This design comes from an exercise in tuning for a short achievable clock period and few clock cycles on the open sky130 flow, not from production work.
Only simulation tests tie the RTL to the original design; equivalence was not proved.
No activity file was given, so power comes from the tool's default toggle rates.

== lane 2 ==
Design cpu, start of the top module:
module cpu
(
    input   logic           clk,
    input   logic           rst,
    output  logic   [31:0]  imem_addr,
    output  logic   [3:0]   imem_rmask,
    input   logic   [31:0]  imem_rdata,
    input   logic           imem_resp,
    output  logic   [31:0]  dmem_addr,
    output  logic   [3:0]   dmem_rmask,
    output  logic   [3:0]   dmem_wmask,
    input   logic   [31:0]  dmem_rdata,
    output  logic   [31:0]  dmem_wdata,
    input   logic           dmem_resp
);
    localparam logic [6:0] OP_LUI   = 7'b0110111;
    function automatic logic [31:0] spsum(input logic [52:0] sp);
        spsum = {sp[52] ? sp[51:32] : sp[31:12], sp[11:0]};
    endfunction
    localparam logic [6:0] OP_AUIPC = 7'b0010111;
    localparam logic [6:0] OP_JAL   = 7'b1101111;
    localparam logic [6:0] OP_JALR  = 7'b1100111;
    localparam logic [6:0] OP_BR    = 7'b1100011;
    localparam logic [6:0] OP_LOAD  = 7'b0000011;
    localparam logic [6:0] OP_STORE = 7'b0100011;
    localparam logic [6:0] OP_IMM   = 7'b0010011;
    localparam logic [6:0] OP_REG   = 7'b0110011;
    logic [31:0] fpc;           
    logic        ipend;         
    logic        ikill;         
    logic [31:0] req_pc;        
    logic        bv0, bv1;      
    logic [31:0] bi0, bi1, bp0, bp1;
    logic        req_pred, bpr0, bpr1;   
    localparam int NB = 4;
    logic [NB-1:0] bt_v;
    logic [29:0]   bt_pc [NB];
    logic [29:0]   bt_tg [NB];
    logic [1:0]    bt_ptr;
    logic          al_v, al_inv;       
    logic          al_d;               
    logic [29:0]   al_pc;
    logic [52:0]   al_sp;
    localparam int NC = 4;
    logic [NC-1:0] bc_ok;
    logic [4:0]    bc_idx [NC];
    logic [31:0]   bc_val [NC];
    logic [1:0]    bc_ptr;
    logic        e_valid;
    logic [31:0] e_rs1v, e_rs2v, e_opb, e_imm, e_alt, e_pc4, e_pc;
    logic [52:0] e_bsp;
    logic [31:2] e_addr;
    logic [1:0]  e_off;
    logic [3:0]  e_wmask;
    logic        e_fm1, e_fm2, e_immb;
    logic        e_use_alt, e_sub, e_sra;
    logic [2:0]  e_f3;
    logic [4:0]  e_rd;
    logic        e_wen, e_isload, e_isstore, e_isbr, e_bpred, e_bredir, e_jalr;
  ...
Size: ~13,000 cells after synthesis, roughly 2,100 flip-flops, roughly 180 I/O pins.
Settings: LEC_CHECK=0, CAP_MARGIN=20, CORE_MARGIN=2, CORE_UTILIZATION=40, PLACE_DENSITY=0.6, SLEW_MARGIN=20, TNS_END_PERCENT=100; clock period 12.0 ns.
standard.sh (not shown) runs the stock make flow with config.mk's settings and CLKGATE_MAP_FILE= SYNTH_SCRIPT=/design/flow/synth_recipe.tcl, a recipe that flattens the netlist after the stock synthesis.
==> flow/flow/run.sh <==
#!/bin/bash
set -euo pipefail
MARGIN=${MARGIN:-7}
bash standard.sh synth > log_synth.txt 2>&1
bash standard.sh SETUP_SLACK_MARGIN=$MARGIN floorplan > log_floorplan.txt 2>&1
bash standard.sh SETUP_SLACK_MARGIN=$MARGIN place > log_place.txt 2>&1
bash standard.sh SETUP_SLACK_MARGIN=$MARGIN cts > log_cts.txt 2>&1
bash standard.sh SETUP_SLACK_MARGIN=$MARGIN route > log_route.txt 2>&1
bash standard.sh SETUP_SLACK_MARGIN=$MARGIN finish > log_finish.txt 2>&1
test -f out/final.def
Testbench counts of lane 2, summed over its fixed seeds: cycles 17,261.
#### Input delta (lane 1 over lane 2)
-- flow/design.v --
<<< lane 2, line 59
    logic        e_wen, e_isload, e_isstore, e_isbr, e_bpred, e_bredir, e_jalr;
    logic        e_b8;       
    logic        skip_pend;  
    logic        e_ldv;      
>>> lane 1, line 59
    logic        e_wen, e_isload, e_isstore, e_isbr, e_bpred, e_bredir, e_jalr;
    logic        e_b8;       
    logic        e_isaddi;   
    logic [31:0] e_nimm;
    logic        skip_pend;  
    logic        e_ldv;      
<<< lane 2, line 251
    assign d_adv   = d_go & ~e_redirect & ~d_drop;
    assign d_badpred  = d_pred & ~(d_jal | d_br | d_jalr);
    assign d_redir0   = d_go & ((((d_jal & (j_imm != 32'd4)) | (d_br & d_bwd)) & ~d_pred) | d_jr_fast | d_badpred);
    assign d_redirect = (d_redir0 & ~e_redirect & ~d_drop) | (d_drop & d_pred);
    assign d_tsp      = (~d_drop & d_jal) ? d_jsp : (~d_drop & d_br) ? d_bsp : (~d_drop & d_jalr) ? jr_sp :
                        {1'b0, 20'd0, d_pc4[31:12], d_pc4[11:0]};
    logic redirect;
>>> lane 1, line 253
    assign d_adv   = d_go & ~e_redirect & ~d_drop;
    assign d_badpred  = d_pred & ~(d_jal | d_br | d_jalr);
    logic e_zero, d_ebr_nt;
    assign e_zero   = (opa == e_nimm);
    assign d_ebr_nt = d_br & (d_f3[2:1] == 2'b00) & e_valid & e_wen & e_isaddi &
                      (((d_rs2 == 5'd0) & (d_rs1 == e_rd)) | ((d_rs1 == 5'd0) & (d_rs2 == e_rd))) &
                      (d_f3[0] ? e_zero : ~e_zero);
    assign d_redir0   = d_go & ((((d_jal & (j_imm != 32'd4)) | (d_br & d_bwd & ~d_ebr_nt)) & ~d_pred) | d_jr_fast | d_badpred);
    logic d_redir_p4;
    assign d_redir_p4 = d_pred & (d_drop | (d_go & ~e_redirect & d_br & d_ebr_nt));
    assign d_redirect = (d_redir0 & ~e_redirect & ~d_drop) | d_redir_p4;
    assign d_tsp      = d_jal ? d_jsp : d_br ? d_bsp : d_jalr ? jr_sp :
                        {1'b0, 20'd0, d_pc4[31:12], d_pc4[11:0]};
    logic redirect;
<<< lane 2, line 264
    logic [52:0] d_tsp_r;
    assign d_tgt_r    = spsum(d_tsp_r);
    logic        s_e, s_d1, s_d0, s_f;
    assign imem_addr  = ({32{s_e}} & e_tgt_r) |
                        ({32{s_d1}} & {d_tsp_r[51:32], d_tsp_r[11:2], 2'b00}) |
                        ({32{s_d0}} & {d_tsp_r[31:12], d_tsp_r[11:2], 2'b00}) |
                        ({32{s_f}} & fpc);
    always_ff @(posedge clk) begin
>>> lane 1, line 273
    logic [52:0] d_tsp_r;
    assign d_tgt_r    = spsum(d_tsp_r);
    logic        s_e, s_d1, s_d0, s_p4, s_f;
    logic [31:0] d_pc4_r;
    assign imem_addr  = ({32{s_e}} & e_tgt_r) |
                        ({32{s_d1}} & {d_tsp_r[51:32], d_tsp_r[11:2], 2'b00}) |
                        ({32{s_d0}} & {d_tsp_r[31:12], d_tsp_r[11:2], 2'b00}) |
                        ({32{s_p4}} & {d_pc4_r[31:2], 2'b00}) |
                        ({32{s_f}} & fpc);
    always_ff @(posedge clk) begin
<<< lane 2, line 277
            s_d1 <= 1'b0;
            s_d0 <= 1'b0;
            s_f  <= 1'b1;
            ipend <= 1'b0;
>>> lane 1, line 288
            s_d1 <= 1'b0;
            s_d0 <= 1'b0;
            s_p4 <= 1'b0;
            s_f  <= 1'b1;
            ipend <= 1'b0;
<<< lane 2, line 288
            d_redir_r <= d_redirect;
            s_e  <= e_redirect;
            s_d1 <= d_redirect & ~e_redirect & d_tsp[52];
            s_d0 <= d_redirect & ~e_redirect & ~d_tsp[52];
            s_f  <= ~(e_redirect | d_redirect);
            fpc <= issue ? (bt_hit ? {bt_tgt, 2'b00} : imem_addr + 32'd4) : imem_addr;
>>> lane 1, line 300
            d_redir_r <= d_redirect;
            s_e  <= e_redirect;
            s_d1 <= d_redirect & ~e_redirect & ~d_redir_p4 & d_tsp[52];
            s_d0 <= d_redirect & ~e_redirect & ~d_redir_p4 & ~d_tsp[52];
            s_p4 <= d_redir_p4 & ~e_redirect;
            s_f  <= ~(e_redirect | d_redirect);
            fpc <= issue ? (bt_hit ? {bt_tgt, 2'b00} : imem_addr + 32'd4) : imem_addr;
<<< lane 2, line 339
        e_tgt_r <= {e_tgt[31:2], 2'b00};
        d_tsp_r <= d_tsp;
        if (bv0 & d_gone & bv1) begin
            bi0 <= bi1; bp0 <= bp1; bpr0 <= bpr1;
>>> lane 1, line 352
        e_tgt_r <= {e_tgt[31:2], 2'b00};
        d_tsp_r <= d_tsp;
        d_pc4_r <= d_pc4;
        if (bv0 & d_gone & bv1) begin
            bi0 <= bi1; bp0 <= bp1; bpr0 <= bpr1;
<<< lane 2, line 456
                e_isstore <= d_store & d_adv;
                e_isbr    <= d_br & d_adv;
                e_bpred   <= d_bwd | d_pred;
                e_pc      <= d_pc;
                e_bredir  <= (b_imm != 32'd4) & (b_imm != 32'd8);
>>> lane 1, line 470
                e_isstore <= d_store & d_adv;
                e_isbr    <= d_br & d_adv;
                e_bpred   <= (d_bwd | d_pred) & ~d_ebr_nt;
                e_isaddi  <= d_opimm & (d_f3 == 3'b000);
                e_nimm    <= 32'd0 - i_imm;
                e_pc      <= d_pc;
                e_bredir  <= (b_imm != 32'd4) & (b_imm != 32'd8);
## What came out
- Between lane 2 and lane 1, the fmax does not differ in any meaningful way.
- Lane 1 vs. lane 2: pin slew with the least headroom to its limit went down by 0.019 ns.
- Total power of lane 1 is higher than that of lane 2.
- The higher leakage power figure of lane 1 and lane 2 is in lane 1.
- Lane 1 has via count above what lane 2 had.
- Final routed DRC violation total: lane 1 vs lane 2 identical
- Diff lane 2 -> lane 1 | sequential cell count | up by a few percent
- Lane 2 -> lane 1: number of stages on the worst setup path delta 0, exact match
- Re cell depth of the worst min-delay path: no difference whatsoever between lane 1 and lane 2.
- Between lane 1 and lane 2, the difference in data required time of the critical path is negligible.
Testbench counts of lane 1, summed over its fixed seeds: cycles 17,053.

-- afterwards: timing with drivers on the ports --
The results above use ideal ports. As a check the final layouts listed here were re-extracted and re-timed, cells and wires unchanged.
Step 1 assumes that a clkbuf_16 drives the clock port and a buf_2 every other input.
Step 2 times the ports against the registers' clock, not the clock port: input delays grow and output delays shrink by t, the midpoint of the rising clock arrivals with the driver on.
Slacks: ideal ports / drivers / drivers and shift; pairs: ideal ports / drivers.
run | shift t [ns] | setup WS [ns] | worst hold slack (ns) | worst register clock-pin slew, ns
lane 2 | 1.028 | 6.693 / 6.554 / 5.561 | 0.418 / 0.418 / 0.418 | 0.08 / 0.08
lane 1 | 1.080 | 6.686 / 6.585 / 5.694 | 0.396 / 0.396 / 0.396 | 0.07 / 0.07
After both steps every run listed still meets setup and hold. The setup slack of lane 2, which loses most, moves by -0.139 ns with the drivers and by -1.132 ns with both steps.
